Context: an optimization exercise on an open-source flow, tuned for a short achievable clock period and few clock cycles. The choices shown serve that exercise and are no tape-out recipe.
Function was checked by simulation only, so behaviour that the tests miss may differ from the original.
Power and IR drop assume default switching activity.

`flow/config.mk`:
```
export PLATFORM = sky130hd
export DESIGN_NAME = cpu_datapath
export DESIGN_NICKNAME = cpu_datapath
export VERILOG_FILES = /design/flow/design.v
export SDC_FILE = /design/flow/constraint.sdc
export NUM_CORES = 4
export LEC_CHECK = 0
export ABC_CLOCK_PERIOD_IN_PS = 3000
export CAP_MARGIN = 20
export CORE_MARGIN = 2
export CORE_UTILIZATION = 40
export SETUP_SLACK_MARGIN = 5
export SLEW_MARGIN = 20
```
`flow/constraint.sdc`:
```
create_clock -name core_clock -period 9.0 [get_ports {clk}]
set_input_delay 1.8000 -clock core_clock [delete_from_list [all_inputs] [get_ports {clk}]]
set_output_delay 1.8000 -clock core_clock [all_outputs]
set_load 0.01 [all_outputs]
```
`flow/design.v`:
```
module cpu_datapath
(
	input  logic        clk,
	input  logic        rst,
	input  logic        mem_resp_i,
	                    mem_resp_d,
	input  logic [31:0] mem_rdata_i,
	                    mem_rdata_d,
	output logic        mem_read_i,
	                    mem_read_d,
	                    mem_write_i,
	                    mem_write_d,
	output logic [3:0]  mem_byte_enable_i,
	                    mem_byte_enable_d,
	output logic [31:0] mem_wdata_i,
	                    mem_wdata_d,
	                    mem_address_i,
	                    mem_address_d
);
localparam int QD = 4;           
localparam int QW = 2;           
localparam int IC = 32;          
localparam int ICW = 5;
localparam int AHEAD = 18;      
function automatic logic [1:0] cmp_tree(input logic [31:0] a, input logic [31:0] b);
	logic [31:0] lt, eq;
	lt = ~a & b;
	eq = ~(a ^ b);
	for (int w = 1; w < 32; w = w * 2)
		for (int i = 0; i < 32; i = i + 2 * w) begin
			lt[i] = lt[i+w] | (eq[i+w] & lt[i]);
			eq[i] = eq[i+w] & eq[i];
		end
	cmp_tree = {lt[0], eq[0]};
endfunction
function automatic logic [31:0] ks_add(input logic [31:0] a, input logic [31:0] b, input logic cin);
	logic [31:0] g, p, t, gn, pn;
	g = a & b;
	p = a ^ b;
	t = p;
	g[0] = g[0] | (p[0] & cin);
	for (int d = 1; d < 32; d = d * 2) begin
		gn = g;
		pn = p;
		for (int i = d; i < 32; i = i + 1) begin
			gn[i] = g[i] | (p[i] & g[i-d]);
			pn[i] = p[i] & p[i-d];
		end
		g = gn;
		p = pn;
	end
	ks_add = t ^ {g[30:0], cin};
endfunction
localparam logic [4:0] OP_LUI   = 5'b01101;
localparam logic [4:0] OP_AUIPC = 5'b00101;
localparam logic [4:0] OP_JAL   = 5'b11011;
localparam logic [4:0] OP_JALR  = 5'b11001;
localparam logic [4:0] OP_BR    = 5'b11000;
localparam logic [4:0] OP_LOAD  = 5'b00000;
localparam logic [4:0] OP_STORE = 5'b01000;
localparam logic [4:0] OP_IMM   = 5'b00100;
localparam logic [4:0] OP_REG   = 5'b01100;
assign mem_read_i        = 1'b1;
assign mem_write_i       = 1'b0;
assign mem_byte_enable_i = 4'b0000;
assign mem_wdata_i       = 32'h0;
logic        e_redirect;
logic [31:0] e_target;
logic        adv;
logic [31:0] pc_f, pf;
assign mem_address_i = pf;
localparam int TGW = 13 - ICW - 1;        
logic [31:0]  ic_data [IC];
logic [TGW-1:0] ic_tag [IC];
logic [IC-1:0] ic_valid;
logic [11:0]  ic_tgt [IC];
logic [IC-1:0] ic_tk;      
logic [ICW-1:0] ic_idx, pf_idx;
logic         ic_hit, pf_hit, pf_same, pf_go;
assign ic_idx = pc_f[ICW+1:2];
assign pf_idx = pf[ICW+1:2];
logic [IC-1:0] ic_m, pf_m;
always_comb
	for (int i = 0; i < IC; i++) begin
		ic_m[i] = ic_valid[i] & (ic_tag[i] == pc_f[13:ICW+2]) & (ic_idx == i[ICW-1:0]);
		pf_m[i] = ic_valid[i] & (ic_tag[i] == pf[13:ICW+2]) & (pf_idx == i[ICW-1:0]);
	end
assign ic_hit = |ic_m;
assign pf_hit = |pf_m;
assign pf_same = (pf[31:2] == pc_f[31:2]);
logic [11:0] pf_dist;
assign pf_dist = pf[13:2] - pc_f[13:2];
assign pf_go = (pf_dist < AHEAD[11:0]);
logic pf_fill;
assign pf_fill = mem_resp_i & ~pf_hit;
logic [31:0] f_word;
logic        f_got, f_pred;
assign f_word = ic_hit ? ic_data[ic_idx] : mem_rdata_i;
assign f_got  = ic_hit | (mem_resp_i & pf_same);
logic f_tk;
assign f_tk = ic_hit & ic_tk[ic_idx];
assign f_pred = (f_word[6:2] == OP_JAL) | ((f_word[6:2] == OP_BR) & f_word[31]);
logic [31:0] e_alt_target;
logic [ICW-1:0] alt_idx;
logic        alt_hit, alt_tk, alt_pred, alt_use;
logic [31:0] alt_word, alt_next;
assign alt_idx  = e_alt_target[ICW+1:2];
logic [IC-1:0] alt_m;
always_comb
	for (int i = 0; i < IC; i++)
		alt_m[i] = ic_valid[i] & (ic_tag[i] == e_alt_target[13:ICW+2]) & (alt_idx == i[ICW-1:0]);
assign alt_hit  = |alt_m;
assign alt_word = ic_data[alt_idx];
assign alt_tk   = ic_tk[alt_idx];
assign alt_pred = (alt_word[6:2] == OP_JAL) | ((alt_word[6:2] == OP_BR) & alt_word[31]);
assign alt_next = alt_tk ? {e_alt_target[31:14], ic_tgt[alt_idx], 2'b00} : e_alt_target + 32'd4;
logic [31:0] q_instr [QD];
logic [31:0] q_pc    [QD];
logic        q_pred  [QD];
logic [QW-1:0] q_head, q_tail;
logic [QW:0]   q_count;
logic          q_full;
assign q_full = (q_count == QD[QW:0]);
logic        pd_pending;
logic [31:0] pd_pc, pd_instr, pd_target, pd_imm;
logic [QW-1:0] pd_slot;
assign pd_slot  = q_tail - 1'b1;       
assign pd_instr = q_instr[pd_slot];
assign pd_pc    = q_pc[pd_slot];
assign pd_imm = (pd_instr[6:2] == OP_JAL)
              ? {{12{pd_instr[31]}}, pd_instr[19:12], pd_instr[20], pd_instr[30:21], 1'b0}
              : {{20{pd_instr[31]}}, pd_instr[7], pd_instr[30:25], pd_instr[11:8], 1'b0};
logic        pd_seq, pd_is_jalr, f_fuse;
logic [31:0] au_val, pd_dest;
assign pd_is_jalr = (pd_instr[6:2] == OP_JALR);
assign f_fuse = (f_word[6:2] == OP_JALR) & pd_seq & (pd_instr[6:2] == OP_AUIPC)
              & (pd_instr[11:7] == f_word[19:15]) & (pd_instr[11:7] != 5'd0);
logic [31:0] pd_jalr_sum;
assign pd_jalr_sum = au_val + {{21{pd_instr[31]}}, pd_instr[30:20]};
assign pd_dest = pd_is_jalr ? {pd_jalr_sum[31:1], 1'b0} : pd_pc + pd_imm;
assign pd_target = pd_dest;
logic pd_redirect, push, pop;
assign pd_redirect = pd_pending & ~e_redirect;
assign push = f_got & ~q_full & ~pd_pending;
always_ff @(posedge clk) begin
	if (rst) begin
		pc_f <= 32'h0000_0060;
		pf <= 32'h0000_0060;
		pd_pending <= 1'b0;
		pd_seq <= 1'b0;
	end else begin
		if (e_redirect)        pc_f <= alt_use ? alt_next : e_target;
		else if (pd_redirect)  pc_f <= pd_target;
		else if (push)         pc_f <= f_tk ? {pc_f[31:14], ic_tgt[ic_idx], 2'b00} : pc_f + 32'd4;
		pd_pending <= e_redirect ? (alt_use & alt_pred & ~alt_tk) : (push & ((f_pred & ~f_tk) | f_fuse));
		pd_seq <= e_redirect ? alt_use : (push | pd_seq);
		if (~ic_hit & ~pf_same)           pf <= pc_f;
		else if (pf_go & (pf_hit | mem_resp_i)) pf <= pf + 32'd4;
	end
	au_val <= pd_pc + {pd_instr[31:12], 12'h000};
end
logic           ts_v;
logic [ICW-1:0] ts_idx;
logic [TGW-1:0] ts_tag;
logic [17:0]    ts_p;
logic [31:0]    ts_t;
always_ff @(posedge clk) begin
	if (rst) ic_valid <= '0;
	else if (pf_fill) ic_valid[pf_idx] <= 1'b1;
	if (pf_fill) begin
		ic_data[pf_idx] <= mem_rdata_i;
		ic_tag[pf_idx]  <= pf[13:ICW+2];
	end
	if (rst) ic_tk <= '0;
	else begin
		if (e_valid && e_br && ic_valid[e_pc_lo[ICW-1:0]] && ic_tag[e_pc_lo[ICW-1:0]] == e_pc_lo[11:ICW])
			ic_tk[e_pc_lo[ICW-1:0]] <= x_taken & e_brt_ok;
		if (ts_v && (ts_t[31:14] == ts_p) && (ts_t[1:0] == 2'b00) && ic_valid[ts_idx] && ic_tag[ts_idx] == ts_tag
		    && !(pf_fill && pf_idx == ts_idx))
			ic_tk[ts_idx] <= 1'b1;
		if (pf_fill) ic_tk[pf_idx] <= 1'b0;
	end
	if (e_valid && e_br) ic_tgt[e_pc_lo[ICW-1:0]] <= e_brt_lo;
	if (ts_v) ic_tgt[ts_idx] <= ts_t[13:2];
	if (rst) ts_v <= 1'b0;
	else ts_v <= pd_pending & ~pd_is_jalr;
	ts_idx <= pd_pc[ICW+1:2];
	ts_tag <= pd_pc[13:ICW+2];
	ts_p   <= pd_pc[31:14];
	ts_t   <= pd_target;
end
always_ff @(posedge clk) begin
	if (rst | e_redirect) begin
		q_head <= '0;
		q_tail <= {{(QW-1){1'b0}}, alt_use & ~rst};
		q_count <= {{QW{1'b0}}, alt_use & ~rst};
	end else begin
		if (push) q_tail <= q_tail + 1'b1;
		if (pop)  q_head <= q_head + 1'b1;
		q_count <= q_count + {{QW{1'b0}}, push} - {{QW{1'b0}}, pop};
	end
	if (e_redirect) begin
		q_instr[0] <= alt_word;
		q_pc[0]    <= e_alt_target;
		q_pred[0]  <= alt_pred | alt_tk;
	end else if (~q_full) begin
		q_instr[q_tail] <= f_word;
		q_pc[q_tail]    <= pc_f;
		q_pred[q_tail]  <= f_pred | f_tk | f_fuse;
	end
end
logic        d_valid;
logic [31:0] d_instr, d_pc;
logic        d_pred;
assign d_valid = (q_count != '0);
assign d_instr = q_instr[q_head];
assign d_pc    = q_pc[q_head];
assign d_pred  = q_pred[q_head];
logic [4:0] d_op, d_rd, d_rs1, d_rs2;
logic [2:0] d_f3;
assign d_op  = d_instr[6:2];
assign d_rd  = d_instr[11:7];
assign d_f3  = d_instr[14:12];
assign d_rs1 = d_instr[19:15];
assign d_rs2 = d_instr[24:20];
logic d_lui, d_auipc, d_jal, d_jalr, d_br, d_load, d_store, d_imm_op, d_reg_op;
assign d_lui    = d_op == OP_LUI;
assign d_auipc  = d_op == OP_AUIPC;
assign d_jal    = d_op == OP_JAL;
assign d_jalr   = d_op == OP_JALR;
assign d_br     = d_op == OP_BR;
assign d_load   = d_op == OP_LOAD;
assign d_store  = d_op == OP_STORE;
assign d_imm_op = d_op == OP_IMM;
assign d_reg_op = d_op == OP_REG;
logic d_use1, d_use2, d_wr;
assign d_use1 = d_jalr | d_br | d_load | d_store | d_imm_op | d_reg_op;
assign d_use2 = d_br | d_store | d_reg_op;
assign d_wr   = (d_lui | d_auipc | d_jal | d_jalr | d_load | d_imm_op | d_reg_op) & (d_rd != 5'd0);
logic [31:0] d_i_imm, d_s_imm, d_b_imm, d_u_imm;
assign d_i_imm = {{21{d_instr[31]}}, d_instr[30:20]};
assign d_s_imm = {{21{d_instr[31]}}, d_instr[30:25], d_instr[11:7]};
assign d_b_imm = {{20{d_instr[31]}}, d_instr[7], d_instr[30:25], d_instr[11:8], 1'b0};
assign d_u_imm = {d_instr[31:12], 12'h000};
logic [31:0] rf [1:31];
logic [31:0] rf_a, rf_b;
assign rf_a = (d_rs1 == 5'd0) ? 32'h0 : rf[d_rs1];
assign rf_b = (d_rs2 == 5'd0) ? 32'h0 : rf[d_rs2];
logic        e_valid, e_wr, e_load, e_store, e_br, e_jalr, e_pred, e_done;
logic [4:0]  e_rd;
logic [2:0]  e_f3;
logic        e_alt, e_const_sel;
logic        s_sum, s_diff, s_sll, s_srl, s_sra, s_slt, s_sltu, s_xor, s_or, s_and;
logic [31:0] e_a, e_b, e_sd, e_const;      
logic [31:0] x_res;
logic [11:0] e_pc_lo, e_brt_lo;
logic        e_brt_ok;
logic        m_valid, m_wr, m_load, m_store;
logic [4:0]  m_rd;
logic [2:0]  m_f3;
logic [31:0] m_result, m_wdata;
logic        m_done, lu_valid, luw_valid, lu_done;
logic [31:0] ld_data;
logic [4:0]  lu_rd, luw_rd;
logic [31:0] luw_data;
logic        w_valid, w_wr;
logic [4:0]  w_rd;
logic [31:0] w_result;
function automatic logic [31:0] d_operand(input logic [4:0] r, input logic [31:0] rfv,
	input logic e_v, input logic [4:0] e_r, input logic [31:0] e_res,
	input logic m_v, input logic [4:0] m_r, input logic [31:0] m_res,
	input logic w_v, input logic [4:0] w_r, input logic [31:0] w_res,
	input logic l_v, input logic [4:0] l_r, input logic [31:0] l_res,
	input logic lw_v, input logic [4:0] lw_r, input logic [31:0] lw_res);
	if (e_v && e_r == r)        d_operand = e_res;
	else if (m_v && m_r == r)   d_operand = m_res;
	else if (w_v && w_r == r)   d_operand = w_res;
	else if (l_v && l_r == r)   d_operand = l_res;
	else if (lw_v && lw_r == r) d_operand = lw_res;
	else                        d_operand = rfv;
endfunction
logic [31:0] m_fwd, d_a, d_b;
assign m_fwd = m_load ? ld_data : m_result;
logic [31:0] d_a_rest, d_b_rest;
logic        d_a_e, d_b_e;
assign d_a_e = e_valid & e_wr & (e_rd == d_rs1);
assign d_b_e = e_valid & e_wr & (e_rd == d_rs2);
assign d_a = d_a_e ? x_res : d_a_rest;
assign d_b = d_b_e ? x_res : d_b_rest;
assign d_a_rest = d_operand(d_rs1, rf_a, 1'b0, e_rd, x_res, m_valid & m_wr, m_rd, m_fwd,
                       w_valid & w_wr, w_rd, w_result, lu_done, lu_rd, ld_data,
                       luw_valid & (d_rs1 != 5'd0), luw_rd, luw_data);
assign d_b_rest = d_operand(d_rs2, rf_b, 1'b0, e_rd, x_res, m_valid & m_wr, m_rd, m_fwd,
                       w_valid & w_wr, w_rd, w_result, lu_done, lu_rd, ld_data,
                       luw_valid & (d_rs2 != 5'd0), luw_rd, luw_data);
logic d_stall;
assign d_stall = (e_valid & e_load & e_wr &
                  ((d_use1 & (e_rd == d_rs1)) | (d_use2 & (e_rd == d_rs2))))
               | (m_valid & m_load & m_wr & ~m_done &
                  ((d_use1 & (m_rd == d_rs1)) | (d_use2 & (m_rd == d_rs2)) | (d_wr & (m_rd == d_rd))))
               | (lu_valid & ~lu_done &
                  ((d_use1 & (lu_rd == d_rs1)) | (d_use2 & (lu_rd == d_rs2)) | (d_wr & (lu_rd == d_rd))));
assign pop = d_valid & adv & ~d_stall;
logic [31:0] d_pc4, d_br_target;
assign d_pc4 = d_pc + 32'd4;
assign d_br_target = d_pc + d_b_imm;
logic [14:0] d_br_lo;
assign d_br_lo = {1'b0, d_pc[13:0]} + {1'b0, d_b_imm[13:0]};
always_ff @(posedge clk) begin
	if (rst) begin
		e_valid <= 1'b0;
		e_done  <= 1'b0;
	end else if (adv) begin
		e_valid <= pop & ~e_redirect;
		e_done  <= 1'b0;
	end else if (e_redirect) begin
		e_done  <= 1'b1;
	end
	if (adv) begin
		e_wr    <= d_wr;
		e_load  <= d_load;
		e_store <= d_store;
		e_br    <= d_br;
		e_jalr  <= d_jalr;
		e_pred  <= d_pred;
		e_rd    <= d_rd;
		e_f3    <= (d_imm_op | d_reg_op | d_br | d_load | d_store) ? d_f3 : 3'b000;
		e_alt   <= (d_reg_op & d_instr[30] & ((d_f3 == 3'b000) | (d_f3 == 3'b101)))
		         | (d_imm_op & d_instr[30] & (d_f3 == 3'b101));
		e_const_sel <= d_lui | d_auipc | d_jal | d_jalr;
		s_sum  <= d_load | d_store | ((d_imm_op | d_reg_op) & (d_f3 == 3'b000) & ~(d_reg_op & d_instr[30]));
		s_diff <= d_reg_op & (d_f3 == 3'b000) & d_instr[30];
		s_sll  <= (d_imm_op | d_reg_op) & (d_f3 == 3'b001);
		s_slt  <= (d_imm_op | d_reg_op) & (d_f3 == 3'b010);
		s_sltu <= (d_imm_op | d_reg_op) & (d_f3 == 3'b011);
		s_xor  <= (d_imm_op | d_reg_op) & (d_f3 == 3'b100);
		s_srl  <= (d_imm_op | d_reg_op) & (d_f3 == 3'b101) & ~d_instr[30];
		s_sra  <= (d_imm_op | d_reg_op) & (d_f3 == 3'b101) & d_instr[30];
		s_or   <= (d_imm_op | d_reg_op) & (d_f3 == 3'b110);
		s_and  <= (d_imm_op | d_reg_op) & (d_f3 == 3'b111);
		e_const <= d_lui ? d_u_imm : d_auipc ? (d_pc + d_u_imm) : d_pc4;
		e_alt_target <= d_pred ? d_pc4 : d_br_target;
		e_pc_lo <= d_pc[13:2];
		e_brt_lo <= d_br_target[13:2];
		e_brt_ok <= (d_br_lo[14] == d_b_imm[31]) & (d_br_lo[1:0] == 2'b00);
		e_a     <= d_a;
		e_b     <= ((d_reg_op | d_br) & d_b_e) ? x_res : (d_reg_op | d_br) ? d_b_rest : d_store ? d_s_imm : d_i_imm;
		e_sd    <= d_b;
	end
end
logic [31:0] x_a, x_b;
assign x_a = e_a;
assign x_b = e_b;
logic [31:0] x_sum, x_diff, x_alu;
logic        x_eq, x_lt, x_ltu;
logic [31:0] x_sra;
assign x_sra = $signed(x_a) >>> x_b[4:0];
assign x_sum  = ks_add(x_a, x_b, 1'b0);
assign x_diff = ks_add(x_a, ~x_b, 1'b1);
logic [1:0] x_cu, x_cs;
assign x_cu   = cmp_tree(x_a, x_b);
assign x_cs   = cmp_tree({~x_a[31], x_a[30:0]}, {~x_b[31], x_b[30:0]});
assign x_eq   = x_cu[0];
assign x_ltu  = x_cu[1];
assign x_lt   = x_cs[1];
assign x_alu = ({32{s_sum}}  & x_sum)
             | ({32{s_diff}} & x_diff)
             | ({32{s_sll}}  & (x_a << x_b[4:0]))
             | ({32{s_srl}}  & (x_a >> x_b[4:0]))
             | ({32{s_sra}}  & x_sra)
             | ({32{s_xor}}  & (x_a ^ x_b))
             | ({32{s_or}}   & (x_a | x_b))
             | ({32{s_and}}  & (x_a & x_b))
             | {31'b0, (s_slt & x_lt) | (s_sltu & x_ltu)};
assign x_res = x_alu | ({32{e_const_sel}} & e_const);
logic x_taken;
always_comb begin
	case (e_f3[2:1])
		2'b00:   x_taken = x_eq ^ e_f3[0];
		2'b10:   x_taken = x_lt ^ e_f3[0];
		2'b11:   x_taken = x_ltu ^ e_f3[0];
		default: x_taken = 1'b0;
	endcase
end
assign e_redirect = e_valid & ~e_done & ((e_jalr & ~e_pred) | (e_br & (x_taken != e_pred)));
assign e_target   = e_jalr ? {x_sum[31:1], 1'b0} : e_alt_target;
assign alt_use    = ~e_jalr & alt_hit;
always_ff @(posedge clk) begin
	if (rst) m_valid <= 1'b0;
	else if (adv) m_valid <= e_valid;
	if (adv) begin
		m_wr     <= e_wr;
		m_load   <= e_load;
		m_store  <= e_store;
		m_rd     <= e_rd;
		m_f3     <= e_f3;
		m_result <= x_res;
		m_wdata  <= e_sd;
	end
end
localparam int SBD = 2;
logic [31:0] sb_addr [SBD];
logic [31:0] sb_data [SBD];
logic [1:0]  sb_be   [SBD];
logic [1:0]  sb_count;
logic        sb_busy, sb_full, sb_pop, sb_push;
assign sb_full = (sb_count == SBD[1:0]);
logic [31:0] lu_addr;
logic [2:0]  lu_f3;
logic [1:0]  lu_older;       
logic        lu_port, m_port, m_to_lu;
logic [1:0]  sb_count_n, lu_older_n;
logic        lu_valid_n;
assign sb_count_n = sb_count + {1'b0, sb_push} - {1'b0, sb_pop};
assign lu_valid_n = m_to_lu ? (m_wr & ~(e_valid & e_wr & (e_rd == m_rd))) : lu_done ? 1'b0 : lu_valid;
assign lu_older_n = m_to_lu ? (sb_count - {1'b0, sb_pop}) : (lu_valid & sb_pop) ? (lu_older - 2'd1) : lu_older;
assign m_port  = ~lu_valid & ~sb_busy & m_valid & m_load;
assign mem_read_d  = lu_port | m_port;
assign mem_write_d = sb_busy & ~lu_port;
assign mem_address_d = lu_port ? lu_addr : sb_busy ? sb_addr[0] : m_result;
assign mem_wdata_d = sb_data[0];
assign mem_byte_enable_d = {2'b00, sb_be[0]};
assign sb_pop  = mem_write_d & mem_resp_d;
assign lu_done = lu_port & mem_resp_d;
assign m_done  = m_port & mem_resp_d;
assign adv = ~((m_valid & m_load & ~m_done & lu_valid) |
               (m_valid & m_store & sb_full & ~sb_pop));
assign sb_push = m_valid & m_store & adv;
assign m_to_lu = m_valid & m_load & ~m_done & ~lu_valid;
always_ff @(posedge clk) begin
	if (rst) begin
		sb_count <= 2'd0;
		sb_busy  <= 1'b0;
		lu_port  <= 1'b0;
	end else begin
		sb_count <= sb_count_n;
		sb_busy  <= (sb_count_n != 2'd0);
		lu_port  <= lu_valid_n & (lu_older_n == 2'd0);
	end
	for (int i = 0; i < SBD; i++) begin
		if (sb_push && ((sb_count == i[1:0] && !sb_pop) || (sb_count == i[1:0] + 2'd1 && sb_pop))) begin
			sb_addr[i] <= m_result;
			sb_data[i] <= m_wdata;
			sb_be[i]   <= {(m_f3[1:0] == 2'b00), (m_f3[1:0] == 2'b01)};
		end else if (sb_pop && i < SBD - 1) begin
			sb_addr[i] <= sb_addr[i+1];
			sb_data[i] <= sb_data[i+1];
			sb_be[i]   <= sb_be[i+1];
		end
	end
end
logic [1:0]  ld_off;
logic [2:0]  ld_f3;
logic [7:0]  ld_byte;
logic [15:0] ld_half;
assign ld_off = lu_valid ? lu_addr[1:0] : m_result[1:0];
assign ld_f3  = lu_valid ? lu_f3 : m_f3;
always_comb begin
	case (ld_off)
		2'b00:   ld_byte = mem_rdata_d[7:0];
		2'b01:   ld_byte = mem_rdata_d[15:8];
		2'b10:   ld_byte = mem_rdata_d[23:16];
		default: ld_byte = mem_rdata_d[31:24];
	endcase
	ld_half = (ld_off != 2'b00) ? mem_rdata_d[31:16] : mem_rdata_d[15:0];
	case (ld_f3)
		3'b000:  ld_data = {{24{ld_byte[7]}}, ld_byte};
		3'b001:  ld_data = {{16{ld_half[15]}}, ld_half};
		3'b100:  ld_data = {24'h0, ld_byte};
		3'b101:  ld_data = {16'h0, ld_half};
		default: ld_data = mem_rdata_d;
	endcase
end
always_ff @(posedge clk) begin
	if (rst) begin
		lu_valid <= 1'b0;
		luw_valid <= 1'b0;
	end else begin
		lu_valid <= lu_valid_n;
		luw_valid <= lu_done;
	end
	lu_older <= lu_older_n;
	if (m_to_lu) begin
		lu_addr  <= m_result;
		lu_f3    <= m_f3;
		lu_rd    <= m_rd;
	end
	if (lu_done) begin
		luw_rd   <= lu_rd;
		luw_data <= ld_data;
	end
end
always_ff @(posedge clk) begin
	if (rst) w_valid <= 1'b0;
	else if (adv) w_valid <= m_valid;
	if (adv) begin
		w_wr     <= m_wr & ~m_to_lu;
		w_rd     <= m_rd;
		w_result <= m_load ? ld_data : m_result;
	end
end
always_ff @(posedge clk) begin
	if (w_valid & w_wr)
		rf[w_rd] <= w_result;
	if (luw_valid)
		rf[luw_rd] <= luw_data;
end
endmodule
```
`flow/run.sh`:
```
#!/bin/bash
# synth_recipe.tcl (not shown) runs the flow's synth.tcl, then flattens the netlist and writes it again
# the make line also repeats each setting of config.mk as NAME=value (left out here)
make -C /OpenROAD-flow-scripts/flow DESIGN_CONFIG=/design/flow/config.mk WORK_HOME=/design/flow/orfs CLKGATE_MAP_FILE= SYNTH_SCRIPT=/design/flow/synth_recipe.tcl finish
```
==> summary.txt, run 1 <==
area grow syn2layout = 27.4%
dpl hpwl = 502 mm
share of cells above drive strength 1 = 0.447
placed cell count = 21263
TritonCTS clock tree = yes
post-synth top area cell = edfxtp_1
Clock Skew = 0.107 ns
number of fill cells = 42919
Initial DRC Count = 25145
Primary FF master, synth = edfxtp_1
Finished Core Util = 0.510
Synth area leaders = edfxtp_1, mux4_2, mux2_2
Core Rows = 266
Hold/Removal Path Class = flop to flop
syn_area_per_cell = 14.0 sq um
IO Count = 208
final wirelength = 917 mm
Tmin final = 5.11 ns
Core ar. = 524000 sq um
clock latency on the worst-skew pair = 1.10 ns
number of buffers created by CTS = 402
Worst-path clk slew = 0.06 ns
antenna violations before repair = 45
Final Hold Viols = 0
DRT antenna net count = 0
Max Buffers Root-to-Sink = 4
Yosys cell types = 111
CTS Sinks = 3595
Clk pwr share = 0.156
Die X = 728 um
Non-Filler Instances = 23655
Setup CP Type = flop to flop
CTS H-tree lvls = 5
Root Buffer = clkbuf_16
GRT Overall Usage = 0.326
# setup viols final = 0
asr flop ratio synth = 0
combinational fraction of design power = 0.627
total gr overflow = 0
first-pass GRT wire length = 1220 mm
status = no timing/DRC/antenna violations
DP Area = 220000 sq um
Starting Density = 0.401
share of the synthesized area in the top cell type = 0.479
Final WS setup = 3.89 ns
dpl ws = 2.23 ns
crit end category = flop
number of synthesized flops with an enable pin = 3345
crit share post-route = 0.568
Syn Std Cell Area = 210000 sq um
die height = 728 um
Net Switching = 48.0 mW
Post-CTS Hold Buffers = 0
Sw Share = 0.440
max-capacitance violation count = 0
sequential power share = 0.217
vias = 159109
DR pass1 iterations = 9
Cells after Synth = 14938
largest net degree at the start of global routing = 142
maximum vdd drop = 0.334 mV
vias in the first global route = 149724
sequential-to-total area share from yosys stat = 0.503
fmax = 196 MHz
internal power = 61.1 mW
Worst EP required = 9.87 ns
CP arrival = 5.98 ns
Synth Warn # = 4
number of synthesized register bits = 3595
CP max FO = 7
DRC Markers = 0
PnR Total Power = 109 mW
vias per cell = 6.73
worst slew margin relative to its limit = 0.117
RSZ-0062 raised after global routing = true
die footprint = 530000 sq um
count leader, synth = edfxtp_1
Post-synth top cells = edfxtp_1, mux4_2, mux2_2, clkbuf_1, nand2_1
Design Area, Final = 267000 sq um
setup TNS = 0 ns
hold slack = 0.415 ns
RD Place Congestion = 1.01
Worst-Margin Slew = 1.32 ns
Setup crit start kind = flop
Power Density = 408 nW/um^2
Pleak = 91.4 nW
WL/cell = 38.8 um
Nets = 16701
count of input and output buffers = 165
Max Slew Vio Count = 0
==> routing by layer <==
metal / share of wire / vias to the layer above / track usage
met5: 0.00048 / - / 0
met1: 0.35 / 81568 / 0.413
met4: 0.091 / 32 / 0.225
li1: - / 62113 / -
met3: 0.13 / 3158 / 0.0897
met2: 0.43 / 12238 / 0.485
==> worst max-delay path: stages, from the launching register on <==
cell and delay, ns:
edfxtp_1 0.44, buf_4 0.17, buf_6 0.12, buf_12 0.14, mux4_2 0.57, mux2_4 0.38, ha_4 0.17, fa_2 0.36
a211o_1 0.30, a2111o_1 0.42, nand3_2 0.14, o211ai_1 0.20, nand3_1 0.17, a21oi_2 0.09, a221o_1 0.33, and3_1 0.16
or4_1 0.39, a22o_1 0.24, nand2_2 0.08, a311oi_2 0.08
==> power by group through the flow <==
| stage | Sequential, mW | Combinational, mW | Clock [mW] |
|---|---|---|---|
| finish | 23.7 | 68.4 | 17.0 |
| global route | 23.7 | 70.0 | 17.6 |
| CTS | 23.6 | 60.8 | 17.0 |
| detailed placement | 24.4 | 48.4 | 0 |
| global placement | 24.4 | 48.2 | 0 |
| floorplan | 22.9 | 32.6 | 0 |
==> state kept, by name, indices dropped and copies added (netlist names), 32 cells and up, named ones only <==
register / cells
au_val: 32
e_a: 32
e_alt_target: 32
e_b: 32
e_const: 32
e_sd: 32
ic_data: 960
ic_tag: 224
ic_tgt: 384
ic_tk: 32
ic_valid: 32
lu_addr: 32
luw_data: 32
m_result: 32
m_wdata: 32
pc_f: 32
pf: 32
q_instr: 120
q_pc: 128
rf: 992
sb_addr: 64
sb_data: 64
ts_t: 32
w_result: 32
==> placed cells by master (no fill, tap or decap), drive strengths merged, types with 118 or more instances in the layout <==
cell type / count
a211oi: 258
a21oi: 451
buf: 2068
clkbuf: 556
clkinv: 181
dfxtp: 250
edfxtp: 3345
ha: 303
inv: 248
mux2: 1538
mux2i: 259
mux4: 1667
nand2: 872
nand3: 268
nand4: 172
nor2: 712
nor3: 236
nor4: 118
o21ai: 495
xnor2: 735
xor2: 304
==> logic make-up (layout without fill, tap and decap cells) <==
logic type                 Yosys count  count (layout)  synth area share
and+or+nand+nor                   2805            2832            0.0636
AOI/OAI and AO/OA                 2107            2109            0.0658
muxes                             3461            3464             0.274
xor gates and xnor gates          1039            1039            0.0434
other                                2              64         0.0000358
adders and majority gates          312             312            0.0189
DFF                               3595            3595             0.503
buffers and inverters             1617            3272            0.0322
==> worst paths after layout <==
check / start / slack [ns] / cells after the start / endpoint
max: q_tail[0]$_DFFE_PP_ / 3.89 / 19 / pc_f[29]$_SDFFE_PP0P_
min: e_sd[15]$_DFFE_PN_ / 0.41 / 0 / m_wdata[15]$_DFFE_PN_
max reg2reg: q_tail[0]$_DFFE_PP_ / 3.89 / 19 / pc_f[29]$_SDFFE_PP0P_
min reg2reg: e_sd[15]$_DFFE_PN_ / 0.41 / 0 / m_wdata[15]$_DFFE_PN_
==> final cells by class <==
cell class,instances,area (sq um),area share
diodes,24,60.1,0.000225
well taps,6968,8720,0.0326
multi-input cells,9796,108000,0.403
clock inverters,255,2620,0.00980
inverters,242,1080,0.00405
flip-flops and latches,3595,106000,0.395
repair inverters,4,67.6,0.000253
clock buffers,491,10600,0.0398
repair buffers,2280,30600,0.115
==> repair_timing <==
action,CTS,global route
resized for setup,2409,965
gates cloned,230,74
endpoints found under the setup margin,2369,2176
setup buffers,946,360
pin swaps,477,551
Testbench counts, summed over its fixed seeds: cycles 80,735.
==> run 2: changes to the inputs <==
--- a/flow/design.v
+++ b/flow/design.v
@@ -124,16 +124,13 @@
 logic        pd_pending;
 logic [31:0] pd_pc, pd_instr, pd_target, pd_imm;
-logic [QW-1:0] pd_slot;
-assign pd_slot  = q_tail - 1'b1;       
-assign pd_instr = q_instr[pd_slot];
-assign pd_pc    = q_pc[pd_slot];
+logic        pushed_q;
 assign pd_imm = (pd_instr[6:2] == OP_JAL)
               ? {{12{pd_instr[31]}}, pd_instr[19:12], pd_instr[20], pd_instr[30:21], 1'b0}
               : {{20{pd_instr[31]}}, pd_instr[7], pd_instr[30:25], pd_instr[11:8], 1'b0};
-logic        pd_seq, pd_is_jalr, f_fuse;
+logic        lp_auipc, pd_is_jalr, f_fuse;
+logic [4:0]  lp_rd;          
 logic [31:0] au_val, pd_dest;
 assign pd_is_jalr = (pd_instr[6:2] == OP_JALR);
-assign f_fuse = (f_word[6:2] == OP_JALR) & pd_seq & (pd_instr[6:2] == OP_AUIPC)
-              & (pd_instr[11:7] == f_word[19:15]) & (pd_instr[11:7] != 5'd0);
+assign f_fuse = (f_word[6:2] == OP_JALR) & lp_auipc & (lp_rd == f_word[19:15]);
 logic [31:0] pd_jalr_sum;
 assign pd_jalr_sum = au_val + {{21{pd_instr[31]}}, pd_instr[30:20]};
@@ -148,5 +145,6 @@
 		pf <= 32'h0000_0060;
 		pd_pending <= 1'b0;
-		pd_seq <= 1'b0;
+		lp_auipc <= 1'b0;
+		pushed_q <= 1'b0;
 	end else begin
 		if (e_redirect)        pc_f <= alt_use ? alt_next : e_target;
@@ -154,9 +152,20 @@
 		else if (push)         pc_f <= f_tk ? {pc_f[31:14], ic_tgt[ic_idx], 2'b00} : pc_f + 32'd4;
 		pd_pending <= e_redirect ? (alt_use & alt_pred & ~alt_tk) : (push & ((f_pred & ~f_tk) | f_fuse));
-		pd_seq <= e_redirect ? alt_use : (push | pd_seq);
+		pushed_q <= e_redirect ? alt_use : push;
+		if (e_redirect) lp_auipc <= alt_use & (alt_word[6:2] == OP_AUIPC) & (alt_word[11:7] != 5'd0);
+		else if (push)  lp_auipc <= (f_word[6:2] == OP_AUIPC) & (f_word[11:7] != 5'd0);
 		if (~ic_hit & ~pf_same)           pf <= pc_f;
 		else if (pf_go & (pf_hit | mem_resp_i)) pf <= pf + 32'd4;
 	end
-	au_val <= pd_pc + {pd_instr[31:12], 12'h000};
+	if (pushed_q) au_val <= pd_pc + {pd_instr[31:12], 12'h000};
+	if (e_redirect) begin
+		pd_pc    <= e_alt_target;
+		pd_instr <= alt_word;
+	end else begin
+		pd_pc    <= pc_f;
+		pd_instr <= f_word;
+	end
+	if (e_redirect)  lp_rd <= alt_word[11:7];
+	else if (push)   lp_rd <= f_word[11:7];
 end
 logic           ts_v;
==> summary.txt, run 2 <==
total gr overflow = 0 (unchanged)
Non-Filler Instances = 23491 (-0.69%)
largest net degree at the start of global routing = 169 (+19%)
Worst-path clk slew = 0.06 ns (about the same)
IO Count = 208 (unchanged)
placed cell count = 21365 (+0.48%)
vias = 157715 (-0.88%)
Primary FF master, synth = edfxtp_1
most common cell after layout, fill and taps aside = edfxtp_1
PnR Total Power = 101 mW (-7.5%)
Biggest register = rf
asr flop ratio synth = 0 (unchanged)
clock latency on the worst-skew pair = 1.08 ns (-0.02 ns)
DP Area = 221000 sq um (+0.58%)
setup TNS = 0 ns (unchanged)
number of fill cells = 43752 (+1.9%)
final wirelength = 898 mm (-2.1%)
Worst-Margin Slew = 1.30 ns (-0.0176 ns)
Hold Path End = ts_tag[1]$_DFF_P_
Pleak = 89.1 nW (-2.5%)
Reg2Reg Setup Slack = 4.55 ns (+0.67 ns)
Setup CP Type = flop to flop
die footprint = 532000 sq um (+0.35%)
crit end category = flop
max FFs per register = 992 (unchanged)
number of synthesized register bits = 3673 (+2.2%)
maximum vdd drop = 0.268 mV (-20%)
sequential-to-total area share from yosys stat = 0.510 (+0.00742)
most frequent cells in the layout = edfxtp_1, mux4_2, mux2_2, buf_4, xnor2_1
crit share post-route = 0.494 (-0.0742)
status = no timing/DRC/antenna violations
vias per cell = 6.71 (-0.18%)
Tmin final = 4.45 ns (-0.668 ns)
Clock Skew = 0.110 ns (+0.00298 ns)
area grow syn2layout = 24.9%
antenna violations before repair = 52 (+16%)
Crit Reg-Reg Endpoint = e_b[5]$_DFFE_PN_
Max Slew Vio Count = 0 (unchanged)
DR pass1 iterations = 10 (+1)
count leader, synth = edfxtp_1
Starting Density = 0.401 (+0.000640)
TritonCTS clock tree = yes
Yosys cell types = 98 (-12%)
RSZ-0062 raised after global routing = true
worst slew margin relative to its limit = 0.125 (+0.00778)
Max Buffers Root-to-Sink = 4 (unchanged)
number of buffers created by CTS = 408 (+1.5%)
Design Area, Final = 263000 sq um (-1.6%)
count of input and output buffers = 165 (unchanged)
Regs by FF count = rf x992, ic_data x960, ic_tgt x384
max-capacitance violation count = 0 (unchanged)
Power Density = 384 nW/um^2 (-6.0%)
CTS Sinks = 3673 (+2.2%)
share of cells above drive strength 1 = 0.426 (-0.0207)
syn_area_per_cell = 14.0 sq um (about the same)
Hold Crit Depth = 0 (unchanged)
# setup viols final = 0 (unchanged)
Synth area leaders = edfxtp_1, mux4_2, mux2_2
Synth Warn # = 4 (unchanged)
Syn Std Cell Area = 211000 sq um (+0.35%)
die height = 730 um (+0.17%)
Setup crit start kind = flop
Hold Path Origin = pd_pc[8]$_DFF_P_
DRC Markers = 0 (unchanged)
Hold/Removal Path Class = flop to flop
number of synthesized flops with an enable pin = 3382 (+1.1%)
Final Hold Viols = 0 (unchanged)
Core ar. = 525000 sq um (+0.19%)
Root Buffer = clkbuf_16
Cells after Synth = 14987 (+0.33%)
CP max FO = 7 (unchanged)
share of the synthesized area in the top cell type = 0.482 (+0.00360)
worst r2r path cells = 14 (-5)
GRT Overall Usage = 0.313 (-0.0125)
Die X = 730 um (+0.17%)
DRT antenna net count = 0 (unchanged)
WL/cell = 38.2 um (-1.4%)
CP arrival = 5.18 ns (-0.80 ns)
Core Rows = 266 (unchanged)
post-synth top area cell = edfxtp_1
CTS H-tree lvls = 5 (unchanged)
Nets = 16527 (-1.0%)
vias in the first global route = 146731 (-2.0%)
Worst EP required = 9.73 ns (-0.14 ns)
fmax = 225 MHz (+15%)
Post-synth top cells = edfxtp_1, mux4_2, mux2_2, clkbuf_1, nand2_1
Initial DRC Count = 24397 (-3.0%)
RD Place Congestion = 1.02 (+1.8%)
first-pass GRT wire length = 1180 mm (-3.0%)
dpl hpwl = 512 mm (+1.9%)
Finished Core Util = 0.501 (-0.00896)
## run 2: cell types whose count changed after synthesis, sizes merged, moves of 22 or more
cell    change
a21oi     +104
mux2i     +104
o21ai      -81
mux4       -78
xnor2      +74
xor2       -72
nor3       -42
dfxtp      +41
edfxtp     +37
a211oi     -33
a22oi      -27
a32oi      +27
o211ai     +24
a31oi      -22
## run 2: worst max-delay path, cell delays in order, from the launching register on
cell and delay (ns):
dfxtp_4 0.37, buf_12 0.15, buf_6 0.11, mux4_4 0.68
buf_12 0.19, buf_12 0.13, buf_16 0.15, buf_6 0.18
mux4_2 0.32, mux4_2 0.58, a21oi_4 0.47, o21ai_2 0.14
o211ai_1 0.15, a31oi_2 0.19, mux2_4 0.33
## run 2: logic make-up after synthesis
family / synth area share
multiplexers: 0.269
AO/OA/AOI/OAI: 0.0660
AND/OR/NAND/NOR: 0.0612
buffers and inverters: 0.0313
XOR/XNOR: 0.0433
flip-flops: 0.510
other: 0.0000357
adder cells (fa/ha/maj): 0.0189
## run 2: stage by stage
step	setup slack [ns]	hold WS (ns)
after detailed placement	2.20	0.367
after floorplan	3.14	0.352
after global placement	2.21	0.365
after CTS	4.45	0.379
after global routing	4.53	0.384
final	4.55	0.379
## run 2: repair_timing
item | 4_1_cts | 5_1_grt
pin swaps | 284 | 417
setup endpoints to repair | 2357 | 2137
resized for setup | 1732 | 1174
gates cloned | 110 | 134
hold buffers | 0 | 0
buffers inserted | 676 | 410
## run 2: worst max-delay path by stage
stage                       from                  endpoint  slack, ns  cells after the start
4_1_cts         e_a[0]$_DFFE_PN_         e_b[30]$_DFFE_PN_       4.45                     17
3_3_place_gp          mem_resp_d         e_b[20]$_DFFE_PN_       2.21                     13
3_5_place_dp          mem_resp_d         e_b[20]$_DFFE_PN_       2.20                     13
5_1_grt        e_a[11]$_DFFE_PN_   q_instr[1][6]$_DFFE_PP_       4.53                     20
2_1_floorplan  e_a[10]$_DFFE_PN_  q_instr[2][10]$_DFFE_PP_       3.14                     16
6_report                    flop          e_b[5]$_DFFE_PN_       4.55                     14
## run 2: per-layer routing
metal	GRT usage	vias to the layer above	routed length [um]	part of all wire
li1	-	61819	-	-
met3	0.0863	3018	117000	0.13
met5	0	-	350	0.00039
met2	0.471	12020	390000	0.43
met1	0.402	80824	314000	0.35
met4	0.195	34	77100	0.086
## run 2: final cells by class
| cell class | instances | area (sq um) | share of cell area |
|---|---|---|---|
| well taps | 6968 | 8720 | 0.0331 |
| repair inverters | 8 | 86.3 | 0.000328 |
| repair buffers | 2050 | 25900 | 0.0986 |
| clock inverters | 261 | 2750 | 0.0105 |
| flip-flops and latches | 3673 | 108000 | 0.409 |
| diodes | 27 | 67.6 | 0.000257 |
| multi-input cells | 9767 | 106000 | 0.403 |
| clock buffers | 498 | 10800 | 0.0411 |
| inverters | 239 | 1050 | 0.00401 |
## run 2: where the power goes
group,switching (mW),internal (mW)
combinational,34.3,25.6
sequential,1.76,21.9
clock,7.53,9.79
total,43.6,57.3
Testbench counts of run 2, summed over its fixed seeds: cycles 80,735.
==> run 3: changes to the inputs <==
--- a/flow/design.v
+++ b/flow/design.v
@@ -18,13 +18,13 @@
 	                    mem_address_d
 );
-localparam int QD = 4;           
-localparam int QW = 2;           
+localparam int QD = 2;           
+localparam int QW = 1;           
 localparam int IC = 32;          
 localparam int ICW = 5;
 localparam int AHEAD = 18;      
-function automatic logic [1:0] cmp_tree(input logic [31:0] a, input logic [31:0] b);
+function automatic logic [1:0] cmp_tree(input logic [30:0] a, input logic [30:0] b);
 	logic [31:0] lt, eq;
-	lt = ~a & b;
-	eq = ~(a ^ b);
+	lt = {1'b0, ~a & b};
+	eq = {1'b1, ~(a ^ b)};
 	for (int w = 1; w < 32; w = w * 2)
 		for (int i = 0; i < 32; i = i + 2 * w) begin
@@ -169,4 +169,9 @@
 	else if (push)   lp_rd <= f_word[11:7];
 end
+logic           fq_v;
+logic [31:0]    fq_addr, fq_word, fq_imm;
+assign fq_imm = (fq_word[6:2] == OP_JAL)
+              ? {{12{fq_word[31]}}, fq_word[19:12], fq_word[20], fq_word[30:21], 1'b0}
+              : {{20{fq_word[31]}}, fq_word[7], fq_word[30:25], fq_word[11:8], 1'b0};
 logic           ts_v;
 logic [ICW-1:0] ts_idx;
@@ -174,4 +179,9 @@
 logic [17:0]    ts_p;
 logic [31:0]    ts_t;
+logic           e_upd, ts_upd;
+assign e_upd  = e_valid && e_br && ic_valid[e_pc_lo[ICW-1:0]] && (ic_tag[e_pc_lo[ICW-1:0]] == e_pc_lo[11:ICW])
+                && !(pf_fill && pf_idx == e_pc_lo[ICW-1:0]);
+assign ts_upd = ts_v && (ts_t[31:14] == ts_p) && (ts_t[1:0] == 2'b00) && ic_valid[ts_idx] && (ic_tag[ts_idx] == ts_tag)
+                && !(pf_fill && pf_idx == ts_idx) && !(e_upd && e_pc_lo[ICW-1:0] == ts_idx);
 always_ff @(posedge clk) begin
 	if (rst) ic_valid <= '0;
@@ -183,25 +193,29 @@
 	if (rst) ic_tk <= '0;
 	else begin
-		if (e_valid && e_br && ic_valid[e_pc_lo[ICW-1:0]] && ic_tag[e_pc_lo[ICW-1:0]] == e_pc_lo[11:ICW])
-			ic_tk[e_pc_lo[ICW-1:0]] <= x_taken & e_brt_ok;
-		if (ts_v && (ts_t[31:14] == ts_p) && (ts_t[1:0] == 2'b00) && ic_valid[ts_idx] && ic_tag[ts_idx] == ts_tag
-		    && !(pf_fill && pf_idx == ts_idx))
-			ic_tk[ts_idx] <= 1'b1;
+		if (e_upd)  ic_tk[e_pc_lo[ICW-1:0]] <= x_taken & e_brt_ok;
+		if (ts_upd) ic_tk[ts_idx] <= 1'b1;
 		if (pf_fill) ic_tk[pf_idx] <= 1'b0;
 	end
-	if (e_valid && e_br) ic_tgt[e_pc_lo[ICW-1:0]] <= e_brt_lo;
-	if (ts_v) ic_tgt[ts_idx] <= ts_t[13:2];
-	if (rst) ts_v <= 1'b0;
-	else ts_v <= pd_pending & ~pd_is_jalr;
-	ts_idx <= pd_pc[ICW+1:2];
-	ts_tag <= pd_pc[13:ICW+2];
-	ts_p   <= pd_pc[31:14];
-	ts_t   <= pd_target;
+	if (e_upd)  ic_tgt[e_pc_lo[ICW-1:0]] <= e_brt_lo;
+	if (ts_upd) ic_tgt[ts_idx] <= ts_t[13:2];
+	if (rst) begin
+		fq_v <= 1'b0;
+		ts_v <= 1'b0;
+	end else begin
+		fq_v <= pf_fill & ((mem_rdata_i[6:2] == OP_JAL) | ((mem_rdata_i[6:2] == OP_BR) & mem_rdata_i[31]));
+		ts_v <= fq_v;
+	end
+	fq_addr <= pf;
+	fq_word <= mem_rdata_i;
+	ts_idx <= fq_addr[ICW+1:2];
+	ts_tag <= fq_addr[13:ICW+2];
+	ts_p   <= fq_addr[31:14];
+	ts_t   <= fq_addr + fq_imm;
 end
 always_ff @(posedge clk) begin
 	if (rst | e_redirect) begin
 		q_head <= '0;
-		q_tail <= {{(QW-1){1'b0}}, alt_use & ~rst};
-		q_count <= {{QW{1'b0}}, alt_use & ~rst};
+		q_tail <= QW'(alt_use & ~rst);
+		q_count <= (QW+1)'(alt_use & ~rst);
 	end else begin
 		if (push) q_tail <= q_tail + 1'b1;
@@ -361,19 +375,18 @@
 assign x_a = e_a;
 assign x_b = e_b;
-logic [31:0] x_sum, x_diff, x_alu;
+logic [31:0] x_sum, x_alu;
 logic        x_eq, x_lt, x_ltu;
 logic [31:0] x_sra;
 assign x_sra = $signed(x_a) >>> x_b[4:0];
-assign x_sum  = ks_add(x_a, x_b, 1'b0);
-assign x_diff = ks_add(x_a, ~x_b, 1'b1);
-logic [1:0] x_cu, x_cs;
-assign x_cu   = cmp_tree(x_a, x_b);
-assign x_cs   = cmp_tree({~x_a[31], x_a[30:0]}, {~x_b[31], x_b[30:0]});
-assign x_eq   = x_cu[0];
-assign x_ltu  = x_cu[1];
-assign x_lt   = x_cs[1];
-assign x_alu = ({32{s_sum}}  & x_sum)
-             | ({32{s_diff}} & x_diff)
-             | ({32{s_sll}}  & (x_a << x_b[4:0]))
+assign x_sum  = ks_add(x_a, x_b ^ {32{s_diff}}, s_diff);
+logic [1:0] x_c;
+logic       x_msb_eq;
+assign x_c      = cmp_tree(x_a[30:0], x_b[30:0]);
+assign x_msb_eq = (x_a[31] == x_b[31]);
+assign x_eq     = x_c[0] & x_msb_eq;
+assign x_ltu    = (~x_a[31] & x_b[31]) | (x_msb_eq & x_c[1]);
+assign x_lt     = (x_a[31] & ~x_b[31]) | (x_msb_eq & x_c[1]);
+logic [31:0] x_oth;
+assign x_oth = ({32{s_sll}}  & (x_a << x_b[4:0]))
              | ({32{s_srl}}  & (x_a >> x_b[4:0]))
              | ({32{s_sra}}  & x_sra)
@@ -381,6 +394,8 @@
              | ({32{s_or}}   & (x_a | x_b))
              | ({32{s_and}}  & (x_a & x_b))
-             | {31'b0, (s_slt & x_lt) | (s_sltu & x_ltu)};
-assign x_res = x_alu | ({32{e_const_sel}} & e_const);
+             | {31'b0, (s_slt & x_lt) | (s_sltu & x_ltu)}
+             | ({32{e_const_sel}} & e_const);
+assign x_alu = x_oth;
+assign x_res = (s_sum | s_diff) ? x_sum : x_oth;
 logic x_taken;
 always_comb begin
==> summary.txt, run 3 <==
vias per cell = 6.75 (+0.57%)
area grow syn2layout = 24.0%
RSZ-0062 raised after global routing = true
asr flop ratio synth = 0 (unchanged)
max-capacitance violation count = 0 (unchanged)
total gr overflow = 0 (unchanged)
first-pass GRT wire length = 1280 mm (+8.1%)
Nets = 18470 (+12%)
Post-CTS Hold Buffers = 0 (unchanged)
count of input and output buffers = 165 (unchanged)
Die X = 730 um (about the same)
Setup CP Type = flop to flop
most used routing layer = met2
Worst EP required = 9.76 ns (+0.03 ns)
IO Count = 208 (unchanged)
Worst-Margin Slew = 1.33 ns (+0.0230 ns)
Max stage delay on crit path = 1.01 ns (+0.33 ns)
Primary FF master, synth = edfxtp_1
# setup viols final = 0 (unchanged)
Cells after Synth = 17236 (+15%)
Design Area, Final = 261000 sq um (-0.73%)
Crit path top cell by count = buf_12
Post-synth top cells = edfxtp_1, nand2_1, mux2_2, mux4_2, nand3_1
Reg2Reg Setup Slack = 4.48 ns (-0.07 ns)
placed cell count = 23441 (+9.7%)
reg2reg start = e_pc_lo[3]$_DFFE_PN_
Starting Density = 0.402 (about the same)
Synth Warn # = 4 (unchanged)
dpl hpwl = 542 mm (+5.9%)
GRT Overall Usage = 0.340 (+0.0264)
Power Density = 397 nW/um^2 (+3.4%)
Biggest register = rf
share of the synthesized area in the top cell type = 0.464 (-0.0181)
multi-input logic area = 110000 sq um (+3.3%)
Sequential Area = 105000 sq um (-2.4%)
status = no timing/DRC/antenna violations
Pleak = 91.9 nW (+3.1%)
Setup crit start kind = flop
CP max FO = 14 (+7)
max FFs per register = 992 (unchanged)
crit share post-route = 0.502 (+0.00826)
Clock Skew = 0.132 ns (+0.0221 ns)
most common cell after layout, fill and taps aside = edfxtp_1
post-synth top area cell = edfxtp_1
vias = 171555 (+8.8%)
fmax = 221 MHz (-1.6%)
met2 Resource Use GR = 0.493 (+0.0223)
CTS Sinks = 3606 (-1.8%)
Critical Path Start = e_pc_lo[3]$_DFFE_PN_
dpl ws = 2.67 ns (+0.466 ns)
Yosys cell types = 94 (-4.1%)
Max Slew Vio Count = 0 (unchanged)
Hold/Removal Path Class = flop to flop
Final WS setup = 4.48 ns (-0.0743 ns)
number of synthesized register bits = 3606 (-1.8%)
syn_area_per_cell = 12.2 sq um (-13%)
RD Place Congestion = 1.02 (-0.30%)
CP top delay family = simple AND/OR/NAND/NOR gates
setup TNS = 0 ns (unchanged)
number of synthesized flops with an enable pin = 3256 (-3.7%)
most frequent cells in the layout = edfxtp_1, nand2_1, mux2_2, mux4_2, nand3_1
Syn Std Cell Area = 211000 sq um (about the same)
vias in the first global route = 158805 (+8.2%)
clock latency on the worst-skew pair = 1.09 ns (about the same)
grt met1 use = 0.425 (+0.0226)
sequential-to-total area share from yosys stat = 0.497 (-0.0125)
die height = 730 um (about the same)
met3 layer usage reported by global route = 0.117 (+0.0305)
CP arrival = 5.28 ns (+0.10 ns)
count leader, synth = edfxtp_1
crit end category = flop
Tmin final = 4.52 ns (+0.0743 ns)
Crit-path slowest cell = edfxtp_1
TritonCTS clock tree = yes
Initial DRC Count = 27885 (+14%)
WL/cell = 37.9 um (-0.82%)
DP Area = 221000 sq um (about the same)
number of buffers created by CTS = 399 (-2.2%)
Synth area leaders = edfxtp_1, mux4_2, mux2_2
Core ar. = 525000 sq um (unchanged)
maximum vdd drop = 0.314 mV (+17%)
number of fill cells = 44969 (+2.8%)
Root Buffer = clkbuf_16
Max Buffers Root-to-Sink = 4 (unchanged)
die footprint = 532000 sq um (about the same)
PnR Total Power = 104 mW (+2.6%)
Worst-path clk slew = 0.06 ns (about the same)
final wirelength = 963 mm (+7.3%)
DR pass1 iterations = 19 (+9)
largest net degree at the start of global routing = 184 (+8.9%)
CP bufs+invs = 4 (-2)
Non-Filler Instances = 25408 (+8.2%)
Final Hold Viols = 0 (unchanged)
antenna violations before repair = 62 (+19%)
Core Rows = 266 (unchanged)
Hold Path Origin = fq_addr[0]$_DFF_P_
share of cells above drive strength 1 = 0.344 (-0.0825)
DRC Markers = 0 (unchanged)
DRT antenna net count = 0 (unchanged)
worst-path cell chain = nor2b_2 -> a22oi_1 -> nor2_1 -> a21oi_1 -> a21o_1 -> nor4_2 -> o211ai_1 -> nor2_2 -> nor2_4 -> buf_12 -> buf_6 -> buf_12 -> buf_16 -> nand3_4 -> mux2_4
Regs by FF count = rf x992, ic_data x960, ic_tgt x384
CTS H-tree lvls = 5 (unchanged)
worst slew margin relative to its limit = 0.116 (-0.00865)
run 3: cell type report:
type / count / area share
multi-input cells: 11879 / 0.420
diodes: 43 / 0.000412
clock inverters: 203 / 0.00709
inverters: 305 / 0.00533
clock buffers: 533 / 0.0418
repair buffers: 1856 / 0.0899
flip-flops and latches: 3606 / 0.402
well taps: 6968 / 0.0334
repair inverters: 15 / 0.000633
run 3: final timing paths:
| kind | end | depth (start not counted) |
|---|---|---|
| min reg2reg | ts_t[0]$_DFF_P_ | 0 |
| max reg2reg | ic_tgt[11][2]$_DFFE_PP_ | 15 |
| max | ic_tgt[11][2]$_DFFE_PP_ | 15 |
| min | ts_t[0]$_DFF_P_ | 0 |
run 3: report_power, final:
group | switching, mW | leakage [nW] | internal [mW]
clock network | 7.32 | 6.21 | 9.19
registers | 1.96 | 33.2 | 21.4
logic | 38.4 | 52.5 | 25.3
run 3: layer usage:
metal  share of wire  vias to the layer above  routed length (um)
met5         0.00056                        -                 536
met4           0.088                       44               85000
met3            0.15                     3688              142000
met2            0.42                    14135              402000
met1            0.35                    85975              334000
li1                -                    67713                   -
run 3: logic make-up (layout without fill, tap and decap cells):
kind of cell | count (synthesis) | in the layout | synth area share
xor gates and xnor gates | 1106 | 1106 | 0.0460
AOI/OAI and AO/OA | 2254 | 2260 | 0.0734
muxes | 3046 | 3046 | 0.219
buffers and inverters | 1845 | 2912 | 0.0357
other | 2 | 83 | 0.0000357
and+or+nand+nor | 5037 | 5087 | 0.108
adders and majority gates | 340 | 340 | 0.0205
DFF | 3606 | 3606 | 0.497
run 3: metrics by stage:
step	hold WS, ns	util
after floorplan	0.310	-
after global placement	0.328	0.421
after detailed placement	0.323	0.422
after CTS	0.333	0.481
after global routing	0.345	0.498
final	0.332	0.498
run 3: timing repair:
| item | 4_1_cts | 5_1_grt |
|---|---|---|
| setup endpoints to repair | 2903 | 2228 |
| buffers inserted | 611 | 320 |
| resized for setup | 2061 | 964 |
| pin swaps | 293 | 370 |
| cloned | 176 | 64 |
Testbench counts of run 3, summed over its fixed seeds: cycles 80,611.
==> run 4: changes to the inputs <==
--- a/flow/design.v
+++ b/flow/design.v
@@ -180,8 +180,10 @@
 logic [31:0]    ts_t;
 logic           e_upd, ts_upd;
-assign e_upd  = e_valid && e_br && ic_valid[e_pc_lo[ICW-1:0]] && (ic_tag[e_pc_lo[ICW-1:0]] == e_pc_lo[11:ICW])
-                && !(pf_fill && pf_idx == e_pc_lo[ICW-1:0]);
+logic           u_v, u_tk;
+logic [11:0]    u_pc, u_tgt;
+assign e_upd  = u_v && ic_valid[u_pc[ICW-1:0]] && (ic_tag[u_pc[ICW-1:0]] == u_pc[11:ICW])
+                && !(pf_fill && pf_idx == u_pc[ICW-1:0]);
 assign ts_upd = ts_v && (ts_t[31:14] == ts_p) && (ts_t[1:0] == 2'b00) && ic_valid[ts_idx] && (ic_tag[ts_idx] == ts_tag)
-                && !(pf_fill && pf_idx == ts_idx) && !(e_upd && e_pc_lo[ICW-1:0] == ts_idx);
+                && !(pf_fill && pf_idx == ts_idx) && !(e_upd && u_pc[ICW-1:0] == ts_idx);
 always_ff @(posedge clk) begin
 	if (rst) ic_valid <= '0;
@@ -193,9 +195,14 @@
 	if (rst) ic_tk <= '0;
 	else begin
-		if (e_upd)  ic_tk[e_pc_lo[ICW-1:0]] <= x_taken & e_brt_ok;
+		if (e_upd)  ic_tk[u_pc[ICW-1:0]] <= u_tk;
 		if (ts_upd) ic_tk[ts_idx] <= 1'b1;
 		if (pf_fill) ic_tk[pf_idx] <= 1'b0;
 	end
-	if (e_upd)  ic_tgt[e_pc_lo[ICW-1:0]] <= e_brt_lo;
+	if (e_upd)  ic_tgt[u_pc[ICW-1:0]] <= u_tgt;
+	if (rst) u_v <= 1'b0;
+	else u_v <= e_valid & e_br;
+	u_pc  <= e_pc_lo;
+	u_tk  <= x_taken & e_brt_ok;
+	u_tgt <= e_brt_lo;
 	if (ts_upd) ic_tgt[ts_idx] <= ts_t[13:2];
 	if (rst) begin
==> summary.txt, run 4 <==
most common cell after layout, fill and taps aside = edfxtp_1
Synth Area in Simple Gates = 0.112 (+0.00377)
vias in the first global route = 158932 (+0.080%)
Regs by FF count = rf x992, ic_data x960, ic_tgt x384
syn_area_per_cell = 12.1 sq um (-0.84%)
Synth area leaders = edfxtp_1, mux4_2, mux2_2
Compound-Gate Fraction of Synth Area = 0.0757 (+0.00229)
most frequent cells in the layout = edfxtp_1, nand2_1, mux2_2, mux4_2, nand3_1
asr flop ratio synth = 0 (unchanged)
Syn Std Cell Area = 211000 sq um (+0.21%)
Root Buffer = clkbuf_16
Adder-Cell Fraction of Synth Area = 0.0205 (about the same)
DRC Markers = 0 (unchanged)
number of buffers created by CTS = 403 (+1.0%)
crit end category = flop
fmax = 205 MHz (-7.1%)
Clk pwr share = 0.171 (+0.012)
Reg2Reg Setup Slack = 4.13 ns (-0.35 ns)
Hold Crit Depth = 0 (unchanged)
Nets = 18502 (+0.17%)
Worst-Margin Slew = 1.23 ns (-0.0919 ns)
WL/cell = 37.1 um (-2.1%)
Core ar. = 525000 sq um (+0.13%)
Max Slew Vio Count = 0 (unchanged)
combinational fraction of design power = 0.591 (-0.024)
Worst EP required = 9.76 ns (about the same)
Worst-path clk slew = 0.06 ns (about the same)
Final Hold Viols = 0 (unchanged)
setup TNS = 0 ns (unchanged)
Max Buffers Root-to-Sink = 4 (unchanged)
RSZ-0062 raised after global routing = true
Cells after Synth = 17418 (+1.1%)
share of the synthesized area in the top cell type = 0.463 (-0.000958)
DRT antenna net count = 0 (unchanged)
Primary FF master, synth = edfxtp_1
worst slew margin relative to its limit = 0.154 (+0.0377)
number of synthesized flops with an enable pin = 3256 (unchanged)
IO Count = 208 (unchanged)
Die X = 730 um (+0.10%)
Hold Path End = ts_t[0]$_DFF_P_
Starting Density = 0.402 (about the same)
DR pass1 iterations = 9 (-10)
vias per cell = 6.72 (-0.47%)
Hold Path Origin = fq_addr[0]$_DFF_P_
CP arrival = 5.63 ns (+0.35 ns)
CP max FO = 8 (-6)
Net Switching = 44.8 mW (-6.0%)
final wirelength = 944 mm (-2.0%)
Critical Path Start = u_pc[0]$_DFF_P_
Sw Share = 0.456 (-0.00416)
sequential power share = 0.238 (+0.012)
count of input and output buffers = 165 (unchanged)
worst r2r path cells = 15 (unchanged)
area grow syn2layout = 23.1%
first-pass GRT wire length = 1270 mm (-0.82%)
crit share post-route = 0.541 (+0.0386)
status = no timing/DRC/antenna violations
sequential-to-total area share from yosys stat = 0.498 (+0.000966)
die footprint = 534000 sq um (+0.21%)
Tmin final = 4.87 ns (+0.347 ns)
Core Rows = 266 (unchanged)
RD Place Congestion = 1.03 (+0.49%)
GRT Overall Usage = 0.336 (-0.00395)
Finished Core Util = 0.495 (-0.00286)
count leader, synth = edfxtp_1
Setup CP Type = flop to flop
Synth Warn # = 4 (unchanged)
CTS Sinks = 3627 (+0.58%)
maximum vdd drop = 0.333 mV (+6.0%)
total gr overflow = 0 (unchanged)
# setup viols final = 0 (unchanged)
share of cells above drive strength 1 = 0.333 (-0.0111)
vias = 170904 (-0.38%)
Post-Synth XOR/XNOR Area = 0.0456 (-0.000427)
mux cell area share after synthesis = 0.213 (-0.00617)
number of synthesized register bits = 3627 (+0.58%)
max FFs per register = 992 (unchanged)
max-capacitance violation count = 0 (unchanged)
Power Density = 378 nW/um^2 (-4.7%)
post-synth top area cell = edfxtp_1
Pleak = 91.8 nW (-0.15%)
CTS H-tree lvls = 5 (unchanged)
dpl hpwl = 537 mm (-0.91%)
Hold/Removal Path Class = flop to flop
Post-synth top cells = edfxtp_1, nand2_1, mux2_2, nand3_1, mux4_2
Setup crit start kind = flop
clock latency on the worst-skew pair = 1.16 ns (+0.07 ns)
Clock Skew = 0.149 ns (+0.0176 ns)
largest family of logic cells by synthesized area = multiplexers
reg2reg start = u_pc[0]$_DFF_P_
TritonCTS clock tree = yes
internal power = 53.4 mW (-4.4%)
antenna violations before repair = 55 (-11%)
die height = 730 um (+0.10%)
Biggest register = rf
Initial DRC Count = 27364 (-1.9%)
largest net degree at the start of global routing = 157 (-15%)
Yosys cell types = 94 (unchanged)
Crit Reg-Reg Endpoint = ic_tgt[27][1]$_DFFE_PP_
run 4: changes by cell type after synthesis, sizes merged, moves of 41 or more:
| cell | before | now |
|---|---|---|
| clkbuf | 997 | 1054 |
| xor2 | 323 | 282 |
| a311oi | 277 | 318 |
| nand2 | 2284 | 2465 |
| o21ai | 416 | 490 |
| nor2 | 673 | 630 |
| mux2i | 401 | 353 |
run 4: worst max-delay path by stage:
stage,endpoint,slack [ns],depth (start not counted)
global route,ic_tgt[6][11]$_DFFE_PP_,4.20,16
detailed placement,ic_tgt[23][7]$_DFFE_PP_,2.12,14
CTS,ic_tgt[6][6]$_DFFE_PP_,4.36,17
finish,ic_tgt[27][1]$_DFFE_PP_,4.13,15
global placement,ic_tgt[23][1]$_DFFE_PP_,2.13,14
floorplan,sb_addr[1][0]$_DFFE_PP_,3.64,6
run 4: stage by stage:
stage / area, sq um / hold WS [ns] / cells / total power [mW] / worst slack, ns
after floorplan: 212000 / 0.310 / 17456 / 49.4 / 3.64
after global placement: 222000 / 0.315 / 23602 / 65.5 / 2.13
after detailed placement: 222000 / 0.313 / 23609 / 65.8 / 2.12
after CTS: 253000 / 0.328 / 25094 / 91.3 / 4.36
after global routing: 260000 / 0.336 / 25403 / 99.9 / 4.20
final: 260000 / 0.326 / 25432 / 98.2 / 4.13
run 4: critical path, cell delays in order, from the launching register on:
cell	delay, ns
dfxtp_4	0.52
buf_12	0.16
buf_16	0.14
mux4_2	0.49
mux2_4	0.28
a22oi_2	0.15
nor2_2	0.06
or4_4	0.51
a2111oi_4	0.44
o311ai_4	0.24
or2_4	0.32
buf_12	0.15
o211a_4	0.34
buf_12	0.23
nand2_8	0.15
mux2_4	0.31
run 4: metal layers:
layer / track usage / vias to the layer above / share of wire
met1: 0.424 / 85854 / 0.35
met2: 0.487 / 13655 / 0.42
met4: 0.237 / 24 / 0.088
li1: - / 67955 / -
met5: 0 / - / 0.00018
met3: 0.108 / 3416 / 0.14
run 4: cell type report:
class | count | area (sq um)
Fill cell | 44727 | 265000
Inverter | 278 | 1280
Timing Repair Buffer | 1728 | 21700
Timing Repair inverter | 16 | 188
Antenna cell | 32 | 80.1
Sequential cell | 3627 | 105000
Clock buffer | 537 | 10900
Clock inverter | 207 | 2150
Tap cell | 6968 | 8720
Multi-Input combinational cell | 12039 | 109000
run 4: kinds of logic after synthesis:
logic type      count (synthesis)
buf+inv                      1837
other cells                     2
mux                          2968
compound gates               2326
simple gates                 5219
flops                        3627
xor+xnor                     1098
fa+ha+maj                     341
run 4: power by group through the flow:
stage	clock network (mW)	logic [mW]	registers [mW]
floorplan	0	26.9	22.5
global placement	0	41.5	23.9
detailed placement	0	41.9	24.0
CTS	16.8	51.2	23.3
global route	17.4	59.1	23.4
finish	16.8	58.1	23.4
run 4: repair_timing:
action	CTS	global route
pin swaps	263	314
hold buffers	0	0
setup endpoints to repair	2961	2188
gates resized for setup	2189	824
buffers inserted	560	255
gates cloned	181	42
Testbench counts of run 4, summed over its fixed seeds: cycles 80,611.

==> port drivers added, routing unchanged <==
Ports are ideal in the flow. The routed layouts listed here were re-timed in OpenROAD.
Step 1 assumes that a clkbuf_16 drives the clock port and a buf_2 every other input.
Step 2 moves the port delays by t, midway between the first and last clock arrival at a register: inputs arrive t later, outputs are due t later. That takes back most of the time a late clock gives input paths.
a / b / c = ideal / step 1 / step 2; a / b = the first two.
run	shift t [ns]	slack for setup (ns)	worst register clock-pin slew, ns	worst slew at a driven data input, ns
run 1	1.161	3.886 / 3.886 / 3.596	0.08 / 0.08	0.17
run 2	1.136	4.555 / 4.555 / 3.705	0.07 / 0.07	0.18
run 3	1.147	4.480 / 4.480 / 3.855	0.07 / 0.07	0.17
run 4	1.206	4.133 / 4.133 / 3.750	0.07 / 0.07	0.07
After both steps every run listed still meets setup and hold. For run 2, which loses most, drivers alone change the setup slack by 0.000 ns; drivers and shift together by -0.850 ns.
